This is an optimization exercise on Yosys and OpenROAD, whose aim is small area, not a production implementation. In this exercise RTL edits were held to simulation tests only and were not proved equivalent to the original. Power figures rest on the tool's default switching activity, not on a simulated workload.

--- flow/run.sh ---
#!/bin/bash
# synth_recipe.tcl (not shown) runs the flow's synth.tcl, then flattens the netlist and writes it again
# the make line also repeats each setting of config.mk as NAME=value (left out here)
make -C /OpenROAD-flow-scripts/flow DESIGN_CONFIG=/design/flow/config.mk WORK_HOME=/design/flow/orfs CLKGATE_MAP_FILE= SYNTH_SCRIPT=/design/flow/synth_recipe.tcl finish
--- flow/config.mk ---
export PLATFORM = sky130hd
export DESIGN_NAME = tb_dp
export DESIGN_NICKNAME = tb_dp
export VERILOG_FILES = /design/flow/design.v
export SDC_FILE = /design/flow/constraint.sdc
export NUM_CORES = 4
export LEC_CHECK = 0
export CAP_MARGIN = 20
export CORE_MARGIN = 2
export CORE_UTILIZATION = 60
export CTS_BUF_LIST = sky130_fd_sc_hd__clkbuf_4 sky130_fd_sc_hd__clkbuf_8
export SETUP_SLACK_MARGIN = 0.1
export SLEW_MARGIN = 20
export SYNTH_HIERARCHICAL = 1
--- flow/constraint.sdc ---
create_clock -name core_clock -period 10.0 [get_ports {clk}]
set_input_delay 2.0000 -clock core_clock [delete_from_list [all_inputs] [get_ports {clk}]]
set_output_delay 2.0000 -clock core_clock [all_outputs]
set_load 0.01 [all_outputs]
--- flow/design.v ---
module bp_dec5 (
    input  [4:0]  a,
    output [31:0] y
);
assign y = 32'd1 << a;
endmodule
module bp_aoi3 (
    input  [2:0] s,
    input  [2:0] d,
    output       y
);
assign y = ~|(s & d);
endmodule
module bp_aoi2 (
    input  [1:0] s,
    input  [1:0] d,
    output       y
);
assign y = ~|(s & d);
endmodule
module bp_ao32 (
    input  [31:0] s,
    input  [31:0] d,
    output        q
);
wire [10:0] n;
genvar g;
generate
    for (g = 0; g < 10; g = g + 1) begin : g_t
        bp_aoi3 u_t (.s(s[3*g +: 3]), .d(d[3*g +: 3]), .y(n[g]));
    end
endgenerate
bp_aoi2 u_l (.s(s[31:30]), .d(d[31:30]), .y(n[10]));
assign q = ~&n;
endmodule
module bp_bht_upd (
    input  [1:0] q,
    input        lo,
    input        hi,
    input  [1:0] hn,
    output [1:0] d
);
wire ns = ~(lo & hi);
assign d = (q & {2{ns}}) | ({2{lo}} & hn);
endmodule
module tb_dp (
    clk,
    rst_n,
    in_fetch_pc,
    in_fetch_nop,
    in_exe_pc,
    in_exe_nop,
    in_exe_branch_taken,
    in_exe_branch_offset,
    out_pc_offset,
    out_fetch_branch_taken
);
input clk;
input rst_n;
input in_fetch_nop;
input [31:0] in_fetch_pc;
input in_exe_nop;
input [31:0] in_exe_pc;
input in_exe_branch_taken;
input [31:0] in_exe_branch_offset;
output [31:0] out_pc_offset;
output out_fetch_branch_taken;
reg [1:0]  bht_entry [0:127];
reg [31:0] btb_entry [0:31];
reg [24:0] btb_tag   [0:31];
wire upd   = !in_exe_nop;
wire taken = in_exe_branch_taken;
wire [31:0] f_dec;
bp_dec5 u_fdec (.a(in_fetch_pc[6:2]), .y(f_dec));
wire [31:0] rd_tgt;
wire [24:0] rd_tag;
wire [3:0]  rd_bht;
genvar i, b;
generate
    for (b = 0; b < 32; b = b + 1) begin : g_rtgt
        wire [31:0] col;
        for (i = 0; i < 32; i = i + 1) begin : g_c
            assign col[i] = btb_entry[i][b];
        end
        bp_ao32 u_ao (.s(f_dec), .d(col), .q(rd_tgt[b]));
    end
    for (b = 0; b < 25; b = b + 1) begin : g_rtag
        wire [31:0] col;
        for (i = 0; i < 32; i = i + 1) begin : g_c
            assign col[i] = btb_tag[i][b];
        end
        bp_ao32 u_ao (.s(f_dec), .d(col), .q(rd_tag[b]));
    end
    for (b = 0; b < 4; b = b + 1) begin : g_rbht
        wire [31:0] col;
        for (i = 0; i < 32; i = i + 1) begin : g_c
            assign col[i] = bht_entry[b*32+i][1];
        end
        bp_ao32 u_ao (.s(f_dec), .d(col), .q(rd_bht[b]));
    end
endgenerate
assign out_pc_offset = rd_tgt;
assign out_fetch_branch_taken = rd_bht[in_fetch_pc[8:7]] && (rd_tag == in_fetch_pc[31:7]);
wire [31:0] e_dec;
bp_dec5 u_edec (.a(in_exe_pc[6:2]), .y(e_dec));
wire [7:0] e_grp;
generate
    for (b = 0; b < 8; b = b + 1) begin : g_ebht
        wire [31:0] col;
        for (i = 0; i < 32; i = i + 1) begin : g_c
            assign col[i] = bht_entry[(b>>1)*32+i][b&1];
        end
        bp_ao32 u_ao (.s(e_dec), .d(col), .q(e_grp[b]));
    end
endgenerate
wire [1:0] e_cnt = {e_grp[{in_exe_pc[8:7], 1'b1}], e_grp[{in_exe_pc[8:7], 1'b0}]};
wire [1:0] e_nxt = taken ? ((e_cnt == 2'b11) ? e_cnt : e_cnt + 2'b01)
                         : ((e_cnt == 2'b00) ? e_cnt : e_cnt - 2'b01);
wire [3:0] e_hi = {4{upd}} & (4'd1 << in_exe_pc[8:7]);
generate
    for (i = 0; i < 128; i = i + 1) begin : g_bht
        wire [1:0] d;
        bp_bht_upd u_upd (.q(bht_entry[i]), .lo(e_dec[i%32]), .hi(e_hi[i/32]),
                          .hn({2{e_hi[i/32]}} & e_nxt), .d(d));
        always @(posedge clk or negedge rst_n) begin
            if (!rst_n)
                bht_entry[i] <= 2'b00;
            else
                bht_entry[i] <= d;
        end
    end
    for (i = 0; i < 32; i = i + 1) begin : g_btb
        always @(posedge clk) begin
            if (upd && taken && e_dec[i]) begin
                btb_entry[i] <= in_exe_branch_offset;
                btb_tag[i]   <= in_exe_pc[31:7];
            end
        end
    end
endgenerate
endmodule
==> run summary, run 1 <==
- CP startpoint: in_fetch_pc[6]
- Reg clk slew, reported paths: 0.05 ns
- Fin util: 0.6941
- Total gr overflow: 0
- Syn_nets: 3792
- GR Util met3: 0.09269
- Slew Limit Fails: 0
- Top cell by count, worst path: clkdlybuf4s50_1
- Async set-or-reset flop fraction in the synthesized netlist: 0.1231
- Io pins: 134
- Synth area leader: edfxtp_1
- Chip Height: 356.2 µm
- Layout Nets: 4415
- Number of synthesized flops with an enable pin: ~1800
- F_max: 107.1 MHz
- Clock Skews: 0.01896 ns
- Post-cts resize count: 0
- Critical path depth in cells: 12
- RR Startpoint: bht_entry[108][0]$_DFF_PN0_
- Routability Congestion: 0.9162
- Reg-to-Reg End: bht_entry[27][1]$_DFF_PN0_
- Clock tree buffer depth: 4
- CP bufs+invs: 3
- Synth cell count leaders: 1824 x edfxtp_1, 690 x a222oi_1, 256 x a22o_1, 256 x dfrtp_1, 139 x nand4_1
- Max VDD drop: 183.0 µV
- Worst Setup End Kind: output port
- DR iter-0 viols: 9591
- Initial Utilization: 0.6034
- Type of the tightest min-delay check: flip-flop to flip-flop
- First drt pass iteration count: 13
- Post-Synth Adder-Cell Area: 0.0001513
- #FFs+latches synth: 2080
- Clk root buf: clkbuf_8
- Worst Setup Slack, final: 0.6610 ns
- Layout cells sized above 1: 0.1839
- Met1 Usage GRT: 0.5025
- Sequential Area: 61180 µm²
- Die ar.: 126800 µm²
- Gate Count Post-Synth: 3691
- I/O Buffers: roughly 130
- First-pass GRT wire length: 316600 µm
- Largest family of logic cells by synthesized area: compound AO/OA/AOI/OAI gates
- WP data required: 8.00 ns
- HPWL Detailed: 125800 µm
- Vias/cell: 7.444
- Hold-fix buffers, CTS: 0
- Busiest metal layer after global routing: met2
- Layout fillers: 7862
- Share of power burned in registers: 0.560
- RSZ-0062 raised after global routing: no
- Max Cap Viol: 0
- Number of global-route vias before repair: 44899
- Worst-skew pair later-pin latency: 0.98 ns
- Mux contribution to synthesized area: 0.0008912
- Setup WS pre-CTS: approximately 0.83 ns
- PD cells: 200.2 nW/µm²
- Worst Tran Pin Value: 1.118 ns
- Htree depth: 5
- Post-CTS Setup Inserts: 0
- Post-synthesis cell area: 74410 µm²
- Met2 Use GR: 0.5377
- Crit path largest cell delay: 0.80 ns
- Switching Fraction: 0.2111
- Final setup fails: 0
- CORE AREA: 123300 µm²
- Unique masters post-synth: 28
- WHS: 0.4976 ns
- Synth top area cells: edfxtp_1 74%, a222oi_1 9.3%, dfrtp_1 8.6%
- CP endpoint: out_fetch_branch_taken
- Setup_tns: 0 ns
- DR vias: 45930
- Startpoint types: input port
- Antenna violations before repair: 13
- GR Util All Layers: 0.3544
- Crit Path Category: input port to output port
- Cell Rows: about 130
- XOR/XNOR share of the synthesized area: 0.002825
- CP top delay family: simple AND/OR/NAND/NOR gates
- WL/cell: 36.49 µm
- Largest net degree at the start of global routing: 95
- Syn-to-layout area delta: 15.03%
- Placed inst area: 79500 µm²
- Final instance area: 85590 µm²
- Area of the multi-input gates: 13560 µm²
- Switch Pwr: 3.618 mW
- Tcrit/Tclk final: 0.9339
- Crit Path Max Fanout: 16
- Die Wd: 356.2 µm
- Synthesized area per cell: ~20 µm²
- # DRC: 0
- CTS tree: built
- Status: no timing/DRC/antenna violations
- Proportion of netlist area held by the largest area contributor: 0.7361
- Crit path DAT: 7.34 ns
- Post-synthesis sequential area ratio: 0.8222
- P_int: 13.52 mW
- Clock group share of total power: 0.402
- Placed Cells incl. Taps: 5614
- Total CTS buffers: 335
- Comb pwr share: 0.037
- R2R depth: 8
- Routed WL: 225100 µm
- Slew headroom: 0.2536
- Clock sinks: 2080
- Pwr Total: approximately 17 mW
- Main synth FF type: edfxtp_1
- Critical path cell sequence: clkdlybuf4s50_1 -> nand2b_1 -> nor2_4 -> buf_4 -> a222oi_1 -> nand4_1 -> or3_1 -> xor2_1 -> nor4_1 -> nand3_1 -> nor3_1 -> clkdlybuf4s50_1
- R2R Setup Slk: 6.10 ns
- Most common cell in the netlist: edfxtp_1
- CP max stage cell: nor4_1
- YS warnings: 13
- Final period demand of the worst path: 9.339 ns
- Synth Area in Simple Gates: 0.03832
- Complex-gate fraction of the synthesized area: 0.1349
- Final hold violations: 0
- Final cell count without fillers: 6170
- P_leak: around 28 nW
- ANT nets after route: 0
[power groups by stage]
| stage | Clock, mW | Combinational, mW | Sequential, mW |
|---|---|---|---|
| after floorplan | 0 | 0.241 | 9.76 |
| after global placement | 0 | 0.612 | 9.77 |
| after detailed placement | 0 | 0.635 | 9.78 |
| after CTS | 6.96 | 0.637 | 9.60 |
| after global routing | 7.33 | 0.674 | 9.60 |
| final | 6.90 | 0.640 | 9.60 |
[per-module statistics from Yosys, one instance, submodules excluded]
module | cell area [µm²] | times used | cells
bp_aoi2 | 12.51 | 69 | 1
tb_dp | 61850 | 1 | 2178
bp_aoi3 | 10.01 | 690 | 1
bp_bht_upd | 21.27 | 128 | 3
bp_ao32 | 23.77 | 69 | 4
bp_dec5 | 214.0 | 2 | 47
[registers in the layout, summed over array words and instances (netlist names)]
| register | count |
|---|---|
| btb_tag | 800 |
| btb_entry | 1024 |
| bht_entry | 256 |
[kinds of logic after synthesis]
group,Yosys count
flip-flops,2080
AO/OA/AOI/OAI,1019
AND/OR/NAND/NOR,548
XOR/XNOR,24
buffers and inverters,15
multiplexers,4
adder cells (fa/ha/maj),1
[routing by layer]
metal / vias to the layer above / wire length, µm
li1: 18328 / -
met1: 23444 / 82450
met2: 3628 / 103200
met3: 516 / 31330
met4: 14 / 8095
met5: - / 92
[worst min path at each step]
stage,from,to,slack [ns],cells after the start
6_report,bht_entry[26][0]$_DFF_PN0_,bht_entry[26][0]$_DFF_PN0_,0.50,1
2_1_floorplan,bht_entry[0][0]$_DFF_PN0_,bht_entry[0][0]$_DFF_PN0_,0.46,1
3_5_place_dp,bht_entry[56][0]$_DFF_PN0_,bht_entry[56][0]$_DFF_PN0_,0.48,1
3_3_place_gp,bht_entry[79][0]$_DFF_PN0_,bht_entry[79][0]$_DFF_PN0_,0.48,1
5_1_grt,bht_entry[32][0]$_DFF_PN0_,bht_entry[32][0]$_DFF_PN0_,0.51,1
4_1_cts,bht_entry[122][0]$_DFF_PN0_,bht_entry[122][0]$_DFF_PN0_,0.50,1
[final cells by class]
type | count | share of cell area
sequential | 2080 | 0.7148
multi-input combinational | 1596 | 0.1584
clock buffer | 451 | 0.06506
timing repair buffer | 295 | 0.03026
tap | 1637 | 0.02393
clock inverter | 102 | 0.007192
inverter | 6 | 0.0002631
antenna | 3 | 0.00008771
[cell usage in the layout (no fill, tap or decap), types with 3 or more instances in the layout]
cell and instances:
nand2b_1 4, clkbuf_8 349, nor2_1 31, and2_4 32, inv_1 5, diode_2 3, clkinv_2 30, clkinv_1 63
nand3b_1 7, clkdlybuf4s50_1 105, clkinvlp_4 3, clkbuf_4 102, nand2_1 131, a22o_1 256, a22oi_2 69, nor2_2 4
buf_2 22, nand4_1 139, nor3_1 3, xor2_1 24, buf_12 9, nor4_1 5, buf_4 154, nand3_1 72
or3b_1 6, nor2_4 37, or3_1 71, bufinv_16 7, a222oi_1 690, edfxtp_1 1824, a21oi_1 3, dfrtp_1 256
==> run 2, diff against run 1 <==
==> flow/flow/run.sh (new file) <==
#!/bin/bash
# Own layout flow: the standard flow (standard.sh) from synthesis to the
# final layout, with two changes passed to ORFS through its environment:
#  - port buffers use the smallest buffer cell (every port still gets one);
#  - clock tree synthesis uses clkbuf_16 only, larger sink clusters and no
#    dummy loads, which makes the clock tree much smaller.
# Each make/openroad run writes its own logs under orfs/logs; the full make
# output also goes to flow_make.log in the work folder.
set -euo pipefail
export BUFFER_PORTS_ARGS="-buffer_cell sky130_fd_sc_hd__buf_1"
export CTS_ARGS="-sink_clustering_enable -repair_clock_nets -dont_use_dummy_load -buf_list sky130_fd_sc_hd__clkbuf_16 -sink_clustering_size 30 -sink_clustering_max_diameter 60"
bash standard.sh > flow_make.log 2>&1
==> flow/standard.sh (new file) <==
#!/bin/bash
# synth_recipe.tcl (not shown) runs the flow's synth.tcl, then flattens the netlist and writes it again
# the make line also repeats each setting of config.mk as NAME=value (left out here)
make -C /OpenROAD-flow-scripts/flow DESIGN_CONFIG=/design/flow/config.mk WORK_HOME=/design/flow/orfs CLKGATE_MAP_FILE= SYNTH_SCRIPT=/design/flow/synth_recipe.tcl "${@:-finish}"
--- a/flow/config.mk
+++ b/flow/config.mk
@@ -8,7 +8,6 @@
 export CAP_MARGIN = 20
 export CORE_MARGIN = 2
 export CORE_UTILIZATION = 60
-export CTS_BUF_LIST = sky130_fd_sc_hd__clkbuf_4 sky130_fd_sc_hd__clkbuf_8
 export SETUP_SLACK_MARGIN = 0.1
 export SLEW_MARGIN = 20
 export SYNTH_HIERARCHICAL = 1
removed: flow/run.sh
==> run 2 against run 1 <==
  * Still clean
  * Total power down 11%
  * Clock power fell by 26%
  * Combinational power shrank 7.0%
  * Critical path depth did not move
  * Highest routed layer unchanged
==> run summary, run 2 <==
- Status: no timing/DRC/antenna violations
- Layout cells sized above 1: 0.1257 (-0.05819)
- Proportion of netlist area held by the largest area contributor: 0.7361 (unchanged)
- Crit Path Category: input port to output port
- Mux contribution to synthesized area: 0.0008912 (unchanged)
- Final hold violations: 0 (unchanged)
- Critical path cell sequence: buf_1 -> nand2b_1 -> nor2_4 -> buf_4 -> a222oi_1 -> nand4_1 -> or3_1 -> xor2_1 -> nor4_2 -> nand4_1 -> nor3_1 -> buf_1
- Most frequent cells in the layout: 1824 x edfxtp_1, 690 x a222oi_1, 256 x a22o_1, 256 x dfrtp_1, 163 x buf_4
- Die ar.: 126800 µm² (unchanged)
- Top flop regs: btb_entry x1024, btb_tag x800, bht_entry x256
- Max reg flops: 1024 (unchanged)
- Largest net degree at the start of global routing: 75 (-21%)
- Post-synthesis sequential area ratio: 0.8222 (unchanged)
- Clock Skews: 0.05099 ns (+0.03204 ns)
- DR iter-0 viols: 9751 (+1.7%)
- GR Util All Layers: 0.3533 (-0.001035)
- Pwr Total: 15.28 mW (-11%)
- ANT nets after route: 0 (unchanged)
- Vias/cell: 7.766 (+4.3%)
- Routability Congestion: 0.8333 (-9.0%)
- Largest family of logic cells by synthesized area: compound AO/OA/AOI/OAI gates
- YS warnings: 13 (unchanged)
- Setup_tns: 0 ns (unchanged)
- Htree depth: 4 (-1)
- Slew Limit Fails: 0 (unchanged)
- Clk root buf: clkbuf_16
- Final period demand of the worst path: 8.312 ns (-1.027 ns)
- Clock sinks: 2080 (unchanged)
- CORE AREA: 123300 µm² (unchanged)
- Crit path DAT: 6.31 ns (-1.03 ns)
- Setup WS pre-CTS: 1.521 ns (+0.6903 ns)
- Total gr overflow: 0 (unchanged)
- WL/cell: 39.20 µm (+7.4%)
- I/O Buffers: 128 (unchanged)
- Worst Tran Pin Value: 1.246 ns (+0.1272 ns)
- Startpoint types: input port
- Fin util: 0.6672 (-0.02693)
- Async set-or-reset flop fraction in the synthesized netlist: 0.1231 (unchanged)
- Crit path largest cell delay: 0.72 ns (-0.08 ns)
- Antenna violations before repair: 16 (+3)
- Final setup fails: 0 (unchanged)
- Initial Utilization: 0.6034 (unchanged)
- Gate Count Post-Synth: 3691 (unchanged)
- Type of the tightest min-delay check: flip-flop to flip-flop
- WP data required: 8.00 ns (about the same)
- Syn_nets: 3792 (unchanged)
- Die Wd: 356.2 µm (unchanged)
- Most common cell in the netlist: edfxtp_1
- Post-Synth Adder-Cell Area: 0.0001513 (unchanged)
- Most common cell after layout, fill and taps aside: edfxtp_1
- Number of synthesized flops with an enable pin: 1824 (unchanged)
- Synth area leader: edfxtp_1
- Unique masters post-synth: 28 (unchanged)
- Number of global-route vias before repair: 43199 (-3.8%)
- Io pins: 134 (unchanged)
- Crit Path Max Fanout: 24 (+8)
- Syn-to-layout area delta: 10.57%
- Total CTS buffers: 140 (-58%)
- #FFs+latches synth: 2080 (unchanged)
- Post-cts resize count: 0 (unchanged)
- Worst Setup End Kind: output port
- # DRC: 0 (unchanged)
- Tcrit/Tclk final: 0.8312 (-0.1027)
- Routed WL: 225900 µm (+0.35%)
- Post-CTS Setup Inserts: 0 (unchanged)
- Chip Height: 356.2 µm (unchanged)
- Clock tree buffer depth: 3 (-1)
- P_leak: 26.63 nW (-6.2%)
- Complex-gate fraction of the synthesized area: 0.1349 (unchanged)
- First drt pass iteration count: 11 (-2)
- Worst Setup Slack, final: 1.688 ns (+1.027 ns)
- First-pass GRT wire length: 313800 µm (-0.90%)
- CTS tree: built
- Main synth FF type: edfxtp_1
- CP max stage cell: nor4_2
- HPWL Detailed: 124100 µm (-1.3%)
- XOR/XNOR share of the synthesized area: 0.002825 (unchanged)
- Slew headroom: 0.1677 (-0.08596)
- Synth Area in Simple Gates: 0.03832 (unchanged)
- Synth top area cells: edfxtp_1 74%, a222oi_1 9.3%, dfrtp_1 8.6%
- Largest Register: btb_entry
- RSZ-0062 raised after global routing: no
- Max VDD drop: 176.1 µV (-3.7%)
- Post-synthesis cell area: 74410 µm² (unchanged)
- Hold-fix buffers, CTS: 0 (unchanged)
- Worst-skew pair later-pin latency: 0.78 ns (-0.20 ns)
- Layout Nets: 4224 (-4.3%)
- Synth cell count leaders: 1824 x edfxtp_1, 690 x a222oi_1, 256 x a22o_1, 256 x dfrtp_1, 139 x nand4_1
- Reg clk slew, reported paths: 0.06 ns (about the same)
- Cell Rows: 129 (unchanged)
- F_max: 120.3 MHz (+12%)
- Synthesized area per cell: 20.16 µm² (unchanged)
- PD cells: 185.8 nW/µm² (-7.2%)
- DR vias: 44753 (-2.6%)
- Max Cap Viol: 0 (unchanged)
==> run 2: worst paths after layout <==
path / from / endpoint / slack [ns] / depth (start not counted)
setup / recovery: in_fetch_pc[6] / out_fetch_branch_taken / 1.69 / 12
hold / removal: bht_entry[4][0]$_DFF_PN0_ / bht_entry[4][0]$_DFF_PN0_ / 0.50 / 1
setup reg to reg: bht_entry[79][0]$_DFF_PN0_ / bht_entry[21][0]$_DFF_PN0_ / 6.17 / 8
hold reg to reg: bht_entry[4][0]$_DFF_PN0_ / bht_entry[4][0]$_DFF_PN0_ / 0.50 / 1
max in group asynchronous: rst_n / bht_entry[123][0]$_DFF_PN0_ / 6.58 / 3
min in group asynchronous: rst_n / bht_entry[48][0]$_DFF_PN0_ / 1.37 / 1
==> run 2: final cells by class <==
cell class | instances | area (µm²)
flip-flops and latches | 2080 | 61180
fillers | 8113 | 41040
multi-input cells | 1596 | 13550
clock buffers | 140 | 3503
well taps | 1637 | 2048
repair buffers | 299 | 1958
inverters | 6 | 22.52
diodes | 5 | 12.51
==> run 2: cells by family after synthesis <==
family                   count (synthesis)
XOR/XNOR                                24
adder cells (fa/ha/maj)                  1
multiplexers                             4
AND/OR/NAND/NOR                        548
buffers and inverters                   15
AO/OA/AOI/OAI                         1019
flip-flops                            2080
==> run 2: per-module statistics from Yosys, one instance, submodules excluded <==
module | cells inside | area (µm²) | flops+latches
tb_dp | 2178 | 61850 | 2080
bp_dec5 | 47 | 214.0 | 0
bp_ao32 | 4 | 23.77 | 0
bp_bht_upd | 3 | 21.27 | 0
bp_aoi2 | 1 | 12.51 | 0
bp_aoi3 | 1 | 10.01 | 0
==> run 2: stage by stage <==
stage               instance area (µm²)  std cells  hold slack (ns)
global route                      82270       5760           0.5052
CTS                               82100       5755           0.4967
detailed placement                78600       5615           0.4793
floorplan                         74410       3691           0.4621
global placement                  78510       5611           0.4775
finish                            82270       5763           0.4972
==> run 2: per-layer routing <==
metal / global-route usage / part of all wire
met1: 0.4937 / 0.36
met2: 0.5562 / 0.47
met3: 0.07974 / 0.13
met4: 0.1257 / 0.038
met5: 0 / 0.00059
==> run 2: report_power, final <==
| part | internal, mW | leakage (nW) | switching (mW) |
|---|---|---|---|
| combinational | 0.162 | 4.96 | 0.433 |
| sequential | 9.54 | 19.9 | 0.0453 |
| clock | 2.48 | 1.73 | 2.63 |
| total | 12.2 | 26.6 | 3.11 |
==> run 2: critical path, delay by kind of cell <==
kind,cells,cell delay (ns)
XOR/XNOR,1,0.16
AO/OA/AOI/OAI,1,0.37
buffers and inverters,3,0.71
AND/OR/NAND/NOR,7,3.03
==> run 3, diff against run 2 <==
==> flow/flow/run.sh (replaced) <==
#!/bin/bash
# Own layout flow: the standard flow (standard.sh) from synthesis to the
# final layout, with two changes passed to ORFS through its environment:
#  - port buffers use the smallest buffer cell (every port still gets one);
#  - clock tree synthesis uses clkbuf_8 only, at most 14 sinks per leaf buffer and no
#    dummy loads, which makes the clock tree much smaller.
# Each make/openroad run writes its own logs under orfs/logs; the full make
# output also goes to flow_make.log in the work folder.
set -euo pipefail
export BUFFER_PORTS_ARGS="-buffer_cell sky130_fd_sc_hd__buf_1"
export CTS_ARGS="-sink_clustering_enable -repair_clock_nets -dont_use_dummy_load -buf_list sky130_fd_sc_hd__clkbuf_8 -sink_clustering_size 14 -sink_clustering_max_diameter 60"
bash standard.sh > flow_make.log 2>&1
==> run 3 against run 2 <==
  * Clock-buffer cell count up 31
  * Combinational power about the same
  * Wire length up 0.15%
  * Sequential cell count unchanged
  * Non-clock buffer count up 2
  * Clock power down about 20%
  * Clock skew up 0.0032 ns
  * Maximum frequency down 2.1%
  * Setup slack worse by 0.18 ns
  * Critical endpoint unchanged
  * Largest cell class unchanged
==> run summary, run 3 <==
- Max reg flops: 1024 (unchanged)
- Most frequent cells in the layout: 1824 x edfxtp_1, 690 x a222oi_1, 256 x a22o_1, 256 x dfrtp_1, 171 x clkbuf_8
- Syn_nets: 3792 (unchanged)
- Pwr Total: 14.24 mW (-6.8%)
- Total gr overflow: 0 (unchanged)
- Routability Congestion: 0.8333 (unchanged)
- F_max: 117.8 MHz (-2.1%)
- Post-CTS Setup Inserts: 0 (unchanged)
- Crit Path Category: input port to output port
- Clock group share of total power: 0.286 (-0.048)
- DR vias: 44736 (-0.038%)
- Routed WL: 226300 µm (+0.15%)
- Worst Setup End Kind: output port
- Tcrit/Tclk final: 0.8490 (+0.01784)
- First-pass GRT wire length: 314600 µm (+0.25%)
- Layout cells sized above 1: 0.1326 (+0.006946)
- Synthesized area per cell: 20.16 µm² (unchanged)
- Final setup fails: 0 (unchanged)
- First drt pass iteration count: 13 (+2)
- Area of the multi-input gates: 13550 µm² (unchanged)
- Most common cell in the netlist: edfxtp_1
- Setup_tns: 0 ns (unchanged)
- Number of synthesized flops with an enable pin: 1824 (unchanged)
- Final hold violations: 0 (unchanged)
- YS warnings: 13 (unchanged)
- Proportion of netlist area held by the largest area contributor: 0.7361 (unchanged)
- Type of the tightest min-delay check: flip-flop to flip-flop
- Worst Tran Pin Value: 1.225 ns (-0.02052 ns)
- Max Cap Viol: 0 (unchanged)
- Worst Setup Slack, final: 1.510 ns (-0.1784 ns)
- HPWL Detailed: 124100 µm (unchanged)
- Comb pwr share: 0.042 (+0.003)
- P_int: 11.22 mW (-7.8%)
- Total CTS buffers: 171 (+22%)
- Vias/cell: 7.717 (-0.62%)
- CORE AREA: 123300 µm² (unchanged)
- Number of global-route vias before repair: 43438 (+0.55%)
- Crit path DAT: 6.49 ns (+0.18 ns)
- Slew headroom: 0.1814 (+0.01371)
- Io pins: 134 (unchanged)
- Hold-fix buffers, CTS: 0 (unchanged)
- Switch Pwr: 3.017 mW (-2.9%)
- DR iter-0 viols: 9694 (-0.58%)
- CTS tree: built
- Clock sinks: 2080 (unchanged)
- Post-synthesis sequential area ratio: 0.8222 (unchanged)
- Slew Limit Fails: 0 (unchanged)
- Share of power burned in registers: 0.673 (+0.046)
- Clock Skews: 0.05417 ns (+0.003180 ns)
- Syn-to-layout area delta: 9.073%
- P_leak: 26.15 nW (-1.8%)
- #FFs+latches synth: 2080 (unchanged)
- Antenna violations before repair: 18 (+2)
- Clk root buf: clkbuf_8
- Async set-or-reset flop fraction in the synthesized netlist: 0.1231 (unchanged)
- Synth top area cells: edfxtp_1 74%, a222oi_1 9.3%, dfrtp_1 8.6%
- Startpoint types: input port
- Crit Path Max Fanout: 28 (+17%)
- Die Wd: 356.2 µm (unchanged)
- Most common cell after layout, fill and taps aside: edfxtp_1
- Clock tree buffer depth: 3 (unchanged)
- Cell Rows: 129 (unchanged)
- Status: no timing/DRC/antenna violations
- Layout Nets: 4257 (+0.78%)
- WL/cell: 39.03 µm (-0.44%)
- Post-cts resize count: 0 (unchanged)
- Synth area leader: edfxtp_1
- Synth cell count leaders: 1824 x edfxtp_1, 690 x a222oi_1, 256 x a22o_1, 256 x dfrtp_1, 139 x nand4_1
- Reg clk slew, reported paths: 0.09 ns (+0.03 ns)
- GR Util All Layers: 0.3543 (+0.0009295)
- Initial Utilization: 0.6034 (unchanged)
- Largest Register: btb_entry
- PD cells: 175.5 nW/µm² (-5.5%)
- Post-synthesis cell area: 74410 µm² (unchanged)
- Die ar.: 126800 µm² (unchanged)
- Chip Height: 356.2 µm (unchanged)
- Switching Fraction: 0.2119 (+0.008659)
- Sequential Area: 61180 µm² (unchanged)
- WP data required: 8.00 ns (about the same)
- I/O Buffers: 128 (unchanged)
- RSZ-0062 raised after global routing: no
- Max VDD drop: 162.4 µV (-7.8%)
- Largest net degree at the start of global routing: 75 (unchanged)
- Htree depth: 4 (unchanged)
- Layout fillers: 8248 (+1.7%)
- Setup WS pre-CTS: 1.521 ns (unchanged)
- Final period demand of the worst path: 8.490 ns (+0.1784 ns)
- Worst-skew pair later-pin latency: 0.90 ns (+0.12 ns)
- Top flop regs: btb_entry x1024, btb_tag x800, bht_entry x256
- Gate Count Post-Synth: 3691 (unchanged)
- # DRC: 0 (unchanged)
- Main synth FF type: edfxtp_1
- Unique masters post-synth: 28 (unchanged)
- ANT nets after route: 0 (unchanged)
-- run 3: changes by cell type in the layout (fill, tap and decap cells not counted) --
cell       change
buf_12         +1
buf_8          +1
clkbuf_16    -140
clkbuf_8     +171
diode_2        +1
-- run 3: final timing paths --
path / endpoint / from / cells after the start / slack [ns]
worst max register to register: bht_entry[22][0]$_DFF_PN0_ / bht_entry[79][0]$_DFF_PN0_ / 8 / 6.20
max in group asynchronous: bht_entry[124][1]$_DFF_PN0_ / rst_n / 3 / 6.72
worst max-delay path: out_fetch_branch_taken / in_fetch_pc[3] / 12 / 1.51
min in group asynchronous: bht_entry[48][0]$_DFF_PN0_ / rst_n / 1 / 1.26
worst min register to register: bht_entry[52][0]$_DFF_PN0_ / bht_entry[52][0]$_DFF_PN0_ / 1 / 0.51
worst min-delay path: bht_entry[52][0]$_DFF_PN0_ / bht_entry[52][0]$_DFF_PN0_ / 1 / 0.51
-- run 3: cell families (layout without fill, tap and decap cells) --
family	count (synthesis)	in the layout	share of synthesized area
AO/OA/AOI/OAI	1019	1019	0.1349
AND/OR/NAND/NOR	548	548	0.03832
buffers and inverters	15	478	0.0007566
adder cells (fa/ha/maj)	1	1	0.0001513
flip-flops	2080	2080	0.8222
multiplexers	4	4	0.0008912
XOR/XNOR	24	24	0.002825
other	0	6	0
-- run 3: area by class of cell --
class,count,area share
Multi-Input combinational cell,1596,0.1669
Sequential cell,2080,0.7538
Antenna cell,6,0.0001850
Inverter,6,0.0002775
Clock buffer,171,0.02900
Tap cell,1637,0.02524
Timing Repair Buffer,301,0.02456
-- run 3: power groups by stage --
stage / sequential [mW] / combinational, mW / clock, mW
finish: 9.58 / 0.595 / 4.07
global placement: 9.77 / 0.554 / 0
detailed placement: 9.78 / 0.579 / 0
CTS: 9.58 / 0.581 / 4.11
floorplan: 9.76 / 0.241 / 0
global route: 9.59 / 0.627 / 4.41
-- run 3: stage by stage --
stage                     instances  cell area (µm²)    util  hold slack, ns
after floorplan                3691            74410       -          0.4621
after global placement         5611            78510  0.6367          0.4775
after detailed placement       5615            78600  0.6374          0.4793
after CTS                      5786            80950  0.6564          0.5014
after global routing           5794            81150  0.6581          0.5108
final                          5797            81160  0.6582          0.5057
-- run 3: metal layers --
metal  share of wire  track usage  wire length [µm]
met4           0.037       0.1241              8313
met3            0.14      0.08670             30660
met5         0.00063            0               142
met2            0.47       0.5562            105900
met1            0.36       0.4924             81210
-- run 3: per-module statistics from Yosys (local to each module, per instance) --
module	cell area (µm²)	flip-flops and latches
bp_ao32	23.77	0
bp_aoi2	12.51	0
bp_aoi3	10.01	0
bp_bht_upd	21.27	0
bp_dec5	214.0	0
tb_dp	61850	2080
-- run 3: worst max-delay path, cell delays in order --
cell	delay, ns
buf_1	0.24
or3b_1	0.56
nor2_4	0.98
buf_4	0.58
a222oi_1	0.22
nand4_1	0.18
or3_1	0.16
xor2_1	0.09
nor4_1	0.65
nand3_1	0.22
nor3_1	0.37
buf_1	0.22
==> run 4, diff against run 3 <==
==> flow/flow/run.sh (replaced) <==
#!/bin/bash
# Own layout flow: the standard flow (standard.sh) from synthesis to the
# final layout, with two changes passed to ORFS through its environment:
#  - port buffers use the smallest buffer cell (every port still gets one);
#  - clock tree synthesis uses clkbuf_8 only, at most 17 sinks per leaf buffer and no
#    dummy loads, which makes the clock tree much smaller.
# Each make/openroad run writes its own logs under orfs/logs; the full make
# output also goes to flow_make.log in the work folder.
set -euo pipefail
export BUFFER_PORTS_ARGS="-buffer_cell sky130_fd_sc_hd__buf_1"
export CTS_ARGS="-sink_clustering_enable -repair_clock_nets -dont_use_dummy_load -buf_list sky130_fd_sc_hd__clkbuf_8 -sink_clustering_size 17 -sink_clustering_max_diameter 60"
bash standard.sh > flow_make.log 2>&1
==> run 4 against run 3 <==
  * Combinational power about the same
  * Clock skew increased by 0.017 ns
  * Via count fell by 0.30%
  * Sequential share of layout area is 0.28 points higher
  * Die area unchanged
  * Maximum frequency is 0.84% higher
  * Critical path depth is the same
  * Non-clock buffer count fell by 2
  * Core utilization down 0.24 points
  * Critical path type unchanged
  * Largest power group unchanged
==> run summary, run 4 <==
- Status: no timing/DRC/antenna violations
- I/O Buffers: 128 (unchanged)
- Top cell by count, worst path: buf_1
- Setup_tns: 0 ns (unchanged)
- Layout fillers: 8247 (-0.012%)
- Crit path largest cell delay: 0.99 ns (about the same)
- R2R depth: 8 (unchanged)
- Clock sinks: 2080 (unchanged)
- CP startpoint: in_fetch_pc[3]
- Proportion of netlist area held by the largest area contributor: 0.7361 (unchanged)
- GR Util All Layers: 0.3535 (-0.0007932)
- Number of synthesized flops with an enable pin: 1824 (unchanged)
- Initial Utilization: 0.6034 (unchanged)
- Setup WS pre-CTS: 1.521 ns (unchanged)
- Type of the tightest min-delay check: flip-flop to flip-flop
- Most common cell in the netlist: edfxtp_1
- Tcrit/Tclk final: 0.8420 (-0.007059)
- Most frequent cells in the layout: 1824 x edfxtp_1, 690 x a222oi_1, 256 x a22o_1, 256 x dfrtp_1, 163 x buf_4
- Critical path cell sequence: buf_1 -> or3b_1 -> nor2_4 -> buf_4 -> a222oi_1 -> nand4_1 -> or3_1 -> xor2_1 -> nor4_1 -> nand3_1 -> nor3_1 -> buf_1
- P_leak: 25.99 nW (-0.59%)
- Post-CTS Setup Inserts: 0 (unchanged)
- Synth cell count leaders: 1824 x edfxtp_1, 690 x a222oi_1, 256 x a22o_1, 256 x dfrtp_1, 139 x nand4_1
- Chip Height: 356.2 µm (unchanged)
- Vias/cell: 7.718 (about the same)
- CTS tree: built
- Clock Skews: 0.07139 ns (+0.01722 ns)
- Placed Cells incl. Taps: 5615 (unchanged)
- DR iter-0 viols: 9682 (-0.12%)
- Fin util: 0.6558 (-0.002405)
- Reg clk slew, reported paths: 0.07 ns (-0.02 ns)
- DR vias: 44602 (-0.30%)
- Worst Tran Pin Value: 1.263 ns (+0.03798 ns)
- RR Startpoint: bht_entry[79][0]$_DFF_PN0_
- Total CTS buffers: 152 (-11%)
- Max VDD drop: 154.9 µV (-4.6%)
- RSZ-0062 raised after global routing: no
- Post-cts resize count: 0 (unchanged)
- Largest Register: btb_entry
- Antenna violations before repair: 20 (+2)
- Cell Rows: 129 (unchanged)
- Largest net degree at the start of global routing: 75 (unchanged)
- Final instance area: 80860 µm² (-0.37%)
- Startpoint types: input port
- Die Wd: 356.2 µm (unchanged)
- WP data required: 8.00 ns (about the same)
- Main synth FF type: edfxtp_1
- Number of global-route vias before repair: 43152 (-0.66%)
- #FFs+latches synth: 2080 (unchanged)
- Pwr Total: 14.03 mW (-1.5%)
- WHS: 0.4991 ns (-0.006647 ns)
- First-pass GRT wire length: 313500 µm (-0.35%)
- ANT nets after route: 0 (unchanged)
- Routed WL: 225600 µm (-0.29%)
- Crit path DAT: 6.42 ns (-0.07 ns)
- Die ar.: 126800 µm² (unchanged)
- YS warnings: 13 (unchanged)
- Final setup fails: 0 (unchanged)
- Placed inst area: 78600 µm² (unchanged)
- Worst-skew pair later-pin latency: 0.92 ns (+0.02 ns)
- Slew Limit Fails: 0 (unchanged)
- Post-synthesis sequential area ratio: 0.8222 (unchanged)
- Top flop regs: btb_entry x1024, btb_tag x800, bht_entry x256
- Synth area leader: edfxtp_1
- # DRC: 0 (unchanged)
- Slew headroom: 0.1560 (-0.02538)
- Gate Count Post-Synth: 3691 (unchanged)
- Clk root buf: clkbuf_8
- Max Cap Viol: 0 (unchanged)
- Syn-to-layout area delta: 8.675%
- Syn_nets: 3792 (unchanged)
- Final period demand of the worst path: 8.420 ns (-0.07059 ns)
- Worst Setup End Kind: output port
- Crit Path Max Fanout: 28 (unchanged)
- F_max: 118.8 MHz (+0.84%)
- WHS Path Cells: 1 (unchanged)
- WL/cell: 39.04 µm (about the same)
- Synthesized area per cell: 20.16 µm² (unchanged)
- Final hold violations: 0 (unchanged)
- Final cell count without fillers: 5779 (-0.31%)
- Post-synthesis cell area: 74410 µm² (unchanged)
- Reg-to-Reg End: bht_entry[21][0]$_DFF_PN0_
- Layout Nets: 4236 (-0.49%)
- First drt pass iteration count: 10 (-3)
- Crit Path Category: input port to output port
- CP max stage cell: nor2_4
- Worst Setup Slack, final: 1.580 ns (+0.07059 ns)
- CORE AREA: 123300 µm² (unchanged)
- Async set-or-reset flop fraction in the synthesized netlist: 0.1231 (unchanged)
- Most common cell after layout, fill and taps aside: edfxtp_1
- Total gr overflow: 0 (unchanged)
- PD cells: 173.5 nW/µm² (-1.1%)
- HPWL Detailed: 124100 µm (unchanged)
- CP endpoint: out_fetch_branch_taken
- R2R Setup Slk: 6.22 ns (+0.02 ns)
- Synth top area cells: edfxtp_1 74%, a222oi_1 9.3%, dfrtp_1 8.6%
- Clock tree buffer depth: 3 (unchanged)
- Layout cells sized above 1: 0.1282 (-0.004407)
- Io pins: 134 (unchanged)
- Hold-fix buffers, CTS: 0 (unchanged)
- Unique masters post-synth: 28 (unchanged)
- Max reg flops: 1024 (unchanged)
- Routability Congestion: 0.8333 (unchanged)
- Htree depth: 4 (unchanged)
run 4: per-module statistics from Yosys (local to each module, per instance):
| module | flops+latches | copies in the design | cell area, µm² | cells inside |
|---|---|---|---|---|
| bp_aoi2 | 0 | 69 | 12.51 | 1 |
| tb_dp | 2080 | 1 | 61850 | 2178 |
| bp_aoi3 | 0 | 690 | 10.01 | 1 |
| bp_ao32 | 0 | 69 | 23.77 | 4 |
| bp_dec5 | 0 | 2 | 214.0 | 47 |
| bp_bht_upd | 0 | 128 | 21.27 | 3 |
run 4: worst min-delay path by stage:
stage,from,endpoint,slack (ns)
2_1_floorplan,bht_entry[0][0]$_DFF_PN0_,bht_entry[0][0]$_DFF_PN0_,0.46
3_3_place_gp,bht_entry[85][0]$_DFF_PN0_,bht_entry[85][0]$_DFF_PN0_,0.48
3_5_place_dp,bht_entry[58][0]$_DFF_PN0_,bht_entry[58][0]$_DFF_PN0_,0.48
4_1_cts,bht_entry[77][0]$_DFF_PN0_,bht_entry[77][0]$_DFF_PN0_,0.50
5_1_grt,bht_entry[96][0]$_DFF_PN0_,bht_entry[96][0]$_DFF_PN0_,0.51
6_report,bht_entry[68][0]$_DFF_PN0_,bht_entry[68][0]$_DFF_PN0_,0.50
run 4: area by class of cell:
class                   count  area [µm²]  area share
multi-input cells        1596       13550      0.1676
clock buffers             152        2092     0.02587
flip-flops and latches   2080       61180      0.7566
diodes                      9       22.52   0.0002785
inverters                   6       22.52   0.0002785
repair buffers            299        1951     0.02412
well taps                1637        2048     0.02533
run 4: worst max-delay path: cells and delay by family:
kind / cells / cell delay, ns
AO/OA/AOI/OAI: 1 / 0.22
XOR/XNOR: 1 / 0.09
AND/OR/NAND/NOR: 7 / 3.06
buffers and inverters: 3 / 1.02
run 4: power breakdown:
group          switching (mW)  internal (mW)
logic                   0.432          0.162
registers              0.0449           9.54
clock network            2.49           1.36
total                    2.97           11.1
run 4: per-layer routing:
layer | track usage | wire [µm] | vias to the layer above
li1 | - | - | 17719
met3 | 0.08271 | 30630 | 503
met5 | 0 | 158 | -
met1 | 0.4941 | 80830 | 22839
met4 | 0.1223 | 7984 | 26
met2 | 0.5556 | 106000 | 3515
run 4: kinds of logic (layout without fill, tap and decap cells):
logic type | count (synthesis) | in the layout | share of synthesized area
fa+ha+maj | 1 | 1 | 0.0001513
flops | 2080 | 2080 | 0.8222
xor+xnor | 24 | 24 | 0.002825
buf+inv | 15 | 457 | 0.0007566
compound gates | 1019 | 1019 | 0.1349
simple gates | 548 | 548 | 0.03832
mux | 4 | 4 | 0.0008912
other cells | 0 | 9 | 0
==> run 5, diff against run 4 <==
--- a/flow/config.mk
+++ b/flow/config.mk
@@ -7,7 +7,8 @@
 export LEC_CHECK = 0
 export CAP_MARGIN = 20
 export CORE_MARGIN = 2
-export CORE_UTILIZATION = 60
+export CORE_UTILIZATION = 70
+export PLACE_DENSITY = 0.9
 export SETUP_SLACK_MARGIN = 0.1
 export SLEW_MARGIN = 20
 export SYNTH_HIERARCHICAL = 1
==> run 5 against run 4 <==
  * Clock skew fell by 0.012 ns
  * Area after synthesis stayed put
  * Largest cell class unchanged
  * Critical endpoint unchanged
  * Sequential power about the same
  * Core utilization grew 11 points
  * Cell count shrank 4.6%
==> run summary, run 5 <==
- Proportion of netlist area held by the largest area contributor: 0.7361 (unchanged)
- Critical path cell sequence: buf_1 -> nand2b_1 -> nor2_4 -> buf_4 -> a222oi_1 -> nand4_1 -> or3_1 -> xor2_1 -> nor4_1 -> nand4_1 -> nor3_1 -> buf_1
- Crit path largest cell delay: 1.18 ns (+0.19 ns)
- Post-cts resize count: 0 (unchanged)
- CP startpoint: in_fetch_pc[4]
- Final period demand of the worst path: 9.380 ns (+0.9600 ns)
- Gate Count Post-Synth: 3691 (unchanged)
- I/O Buffers: 128 (unchanged)
- Cell Rows: 119 (-7.8%)
- F_max: 106.6 MHz (-10%)
- Slew Limit Fails: 0 (unchanged)
- ANT nets after route: 0 (unchanged)
- WL/cell: 41.22 µm (+5.6%)
- Largest net degree at the start of global routing: 83 (+11%)
- Max VDD drop: 157.3 µV (+1.6%)
- Unique masters post-synth: 28 (unchanged)
- Antenna violations before repair: 21 (+5.0%)
- Top flop regs: btb_entry x1024, btb_tag x800, bht_entry x256
- Final hold violations: 0 (unchanged)
- Worst Setup Slack, final: 0.6204 ns (-0.9600 ns)
- Io pins: 134 (unchanged)
- Chip Height: 330.0 µm (-7.3%)
- Crit Path Max Fanout: 37 (+32%)
- Most common cell after layout, fill and taps aside: edfxtp_1
- Total gr overflow: 0 (unchanged)
- DR vias: 47743 (+7.0%)
- Setup WS pre-CTS: 1.367 ns (-0.1534 ns)
- Main synth FF type: edfxtp_1
- Async set-or-reset flop fraction in the synthesized netlist: 0.1231 (unchanged)
- First-pass GRT wire length: 315400 µm (+0.61%)
- Type of the tightest min-delay check: flip-flop to flip-flop
- Placed Cells incl. Taps: 5350 (-4.7%)
- Layout Nets: 4212 (-0.57%)
- Hold-fix buffers, CTS: 0 (unchanged)
- Syn-to-layout area delta: 8.058%
- Post-synthesis cell area: 74410 µm² (unchanged)
- Reg clk slew, reported paths: 0.08 ns (about the same)
- Synth area leader: edfxtp_1
- WHS: 0.5044 ns (+0.005326 ns)
- Worst Tran Pin Value: 1.293 ns (+0.03009 ns)
- Die Wd: 330.0 µm (-7.3%)
- Crit path DAT: 7.38 ns (+0.96 ns)
- Largest Register: btb_entry
- YS warnings: 13 (unchanged)
- Startpoint types: input port
- P_leak: 25.86 nW (-0.52%)
- #FFs+latches synth: 2080 (unchanged)
- Post-synthesis sequential area ratio: 0.8222 (unchanged)
- Number of global-route vias before repair: 46889 (+8.7%)
- Synth cell count leaders: 1824 x edfxtp_1, 690 x a222oi_1, 256 x a22o_1, 256 x dfrtp_1, 139 x nand4_1
- Crit Path Category: input port to output port
- Max Cap Viol: 0 (unchanged)
- CP max stage cell: nor2_4
- Total CTS buffers: 142 (-6.6%)
- Routability Congestion: 0.9068 (+8.8%)
- Status: no timing/DRC/antenna violations
- Clock tree buffer depth: 3 (unchanged)
- Layout cells sized above 1: 0.1222 (-0.006065)
- First drt pass iteration count: 22 (+12)
- Setup_tns: 0 ns (unchanged)
- Number of synthesized flops with an enable pin: 1824 (unchanged)
- Tcrit/Tclk final: 0.9380 (+0.09600)
- Final setup fails: 0 (unchanged)
- Worst-skew pair later-pin latency: 0.88 ns (-0.04 ns)
- Max reg flops: 1024 (unchanged)
- GR Util All Layers: 0.4107 (+0.05726)
- Initial Utilization: 0.7059 (+0.1024)
- WP data required: 8.00 ns (about the same)
- HPWL Detailed: 117200 µm (-5.6%)
- Routed WL: 227300 µm (+0.76%)
- Die ar.: 108900 µm² (-14%)
- Most frequent cells in the layout: 1824 x edfxtp_1, 690 x a222oi_1, 256 x a22o_1, 256 x dfrtp_1, 142 x clkbuf_8
- Clock Skews: 0.05988 ns (-0.01151 ns)
- RSZ-0062 raised after global routing: no
- Most common cell in the netlist: edfxtp_1
- Post-CTS Setup Inserts: 0 (unchanged)
- Synthesized area per cell: 20.16 µm² (unchanged)
- RR Startpoint: bht_entry[15][0]$_DFF_PN0_
- Clock sinks: 2080 (unchanged)
- DR iter-0 viols: 14110 (+46%)
- Slew headroom: 0.1359 (-0.02011)
- CTS tree: built
- Hold Crit Start: bht_entry[65][0]$_DFF_PN0_
- Clk root buf: clkbuf_8
- PD cells: 174.3 nW/µm² (+0.45%)
- CORE AREA: 105400 µm² (-15%)
- # DRC: 0 (unchanged)
- Fin util: 0.7627 (+0.1070)
- Worst Setup End Kind: output port
- Synth top area cells: edfxtp_1 74%, a222oi_1 9.3%, dfrtp_1 8.6%
- Final cell count without fillers: 5514 (-4.6%)
- Vias/cell: 8.659 (+12%)
- Htree depth: 4 (unchanged)
- Syn_nets: 3792 (unchanged)
## run 5: cell counts after synthesis
Identical to the previous run, type by type.
## run 5: Yosys stat by module (local to each module, per instance)
module	cells inside	flops+latches	area, µm²	copies in the design
bp_ao32	4	0	23.77	69
bp_aoi3	1	0	10.01	690
tb_dp	2178	2080	61850	1
bp_bht_upd	3	0	21.27	128
bp_dec5	47	0	214.0	2
bp_aoi2	1	0	12.51	69
## run 5: area by class of cell
cell class | instances | area, µm²
diodes | 14 | 35.03
flip-flops and latches | 2080 | 61180
repair buffers | 285 | 1952
multi-input cells | 1596 | 13520
fillers | 5146 | 25010
well taps | 1391 | 1740
inverters | 6 | 22.52
clock buffers | 142 | 1954
## run 5: metal layers
layer / share of wire / global-route usage
met4: 0.081 / 0.2470
met2: 0.44 / 0.6090
met1: 0.28 / 0.5226
met5: 0.00057 / 0.006522
met3: 0.20 / 0.1565
## run 5: cell families (layout without fill, tap and decap cells)
group                    Yosys count  in the layout  share of synthesized area
AO/OA/AOI/OAI                   1019           1019                     0.1349
other                              0             14                          0
multiplexers                       4              4                  0.0008912
adder cells (fa/ha/maj)            1              1                  0.0001513
buffers and inverters             15            433                  0.0007566
AND/OR/NAND/NOR                  548            548                    0.03832
XOR/XNOR                          24             24                   0.002825
flip-flops                      2080           2080                     0.8222
## run 5: final timing paths
path                                              end  slack (ns)  depth (start not counted)
max in group asynchronous  bht_entry[68][1]$_DFF_PN0_        6.92                          3
hold reg to reg            bht_entry[65][0]$_DFF_PN0_        0.50                          1
setup reg to reg           bht_entry[42][0]$_DFF_PN0_        5.82                          8
min in group asynchronous  bht_entry[70][1]$_DFF_PN0_        1.23                          1
hold / removal             bht_entry[65][0]$_DFF_PN0_        0.50                          1
setup / recovery               out_fetch_branch_taken        0.62                         12
## run 5: critical path: cells and delay by family
kind | cells | cell delay [ns]
compound gates | 1 | 0.25
xor+xnor | 1 | 0.13
buf+inv | 3 | 1.45
simple gates | 7 | 3.52
## run 5: power by group
group	total (mW)	internal, mW	leakage [nW]	switching, mW
sequential	9.59	9.54	19.9	0.0512
clock	3.82	1.28	1.02	2.54
combinational	0.607	0.161	4.90	0.446
## run 5: stage by stage
step / area (µm²) / total power [mW]
CTS: 80120 / 13.86
floorplan: 74410 / 10.00
global placement: 78090 / 10.30
global route: 80390 / 14.23
detailed placement: 78160 / 10.34
finish: 80400 / 14.01

-- separate check: timing with driven ports --
The results above use ideal ports. As a check the final layouts listed here were re-extracted and re-timed, cells and wires unchanged.
Step 1 assumes that a clkbuf_16 drives the clock port and a buf_2 every other input.
Step 2 adds t to the input delays and takes it off the output delays; t is the mean of the earliest and latest rising clock arrival at the registers after step 1. Input paths then give back, and output paths get back, about the clock's delay inside the block.
a / b / c = ideal ports / drivers / drivers and shift; a / b = the first two.
run | t, ns | setup slack, ns | worst setup path after step 2 | slew at the worst register clock pin (ns) | worst data-port slew with drivers (ns)
run 1 | 1.061 | 0.661 / 0.502 / 0.502 | input to output | 0.07 / 0.07 | 0.19
run 2 | 0.848 | 1.688 / 1.555 / 1.555 | input to output | 0.10 / 0.10 | 0.23
run 3 | 0.962 | 1.510 / 1.386 / 1.386 | input to output | 0.09 / 0.09 | 0.25
run 4 | 0.971 | 1.580 / 1.443 / 1.443 | input to output | 0.11 / 0.11 | 0.24
run 5 | 0.933 | 0.620 / 0.597 / 0.597 | input to output | 0.12 / 0.12 | 0.20
After both steps setup and hold are still met in every run listed. The setup slack of run 1, which loses most, moves by -0.159 ns with the drivers and by -0.159 ns with both steps.
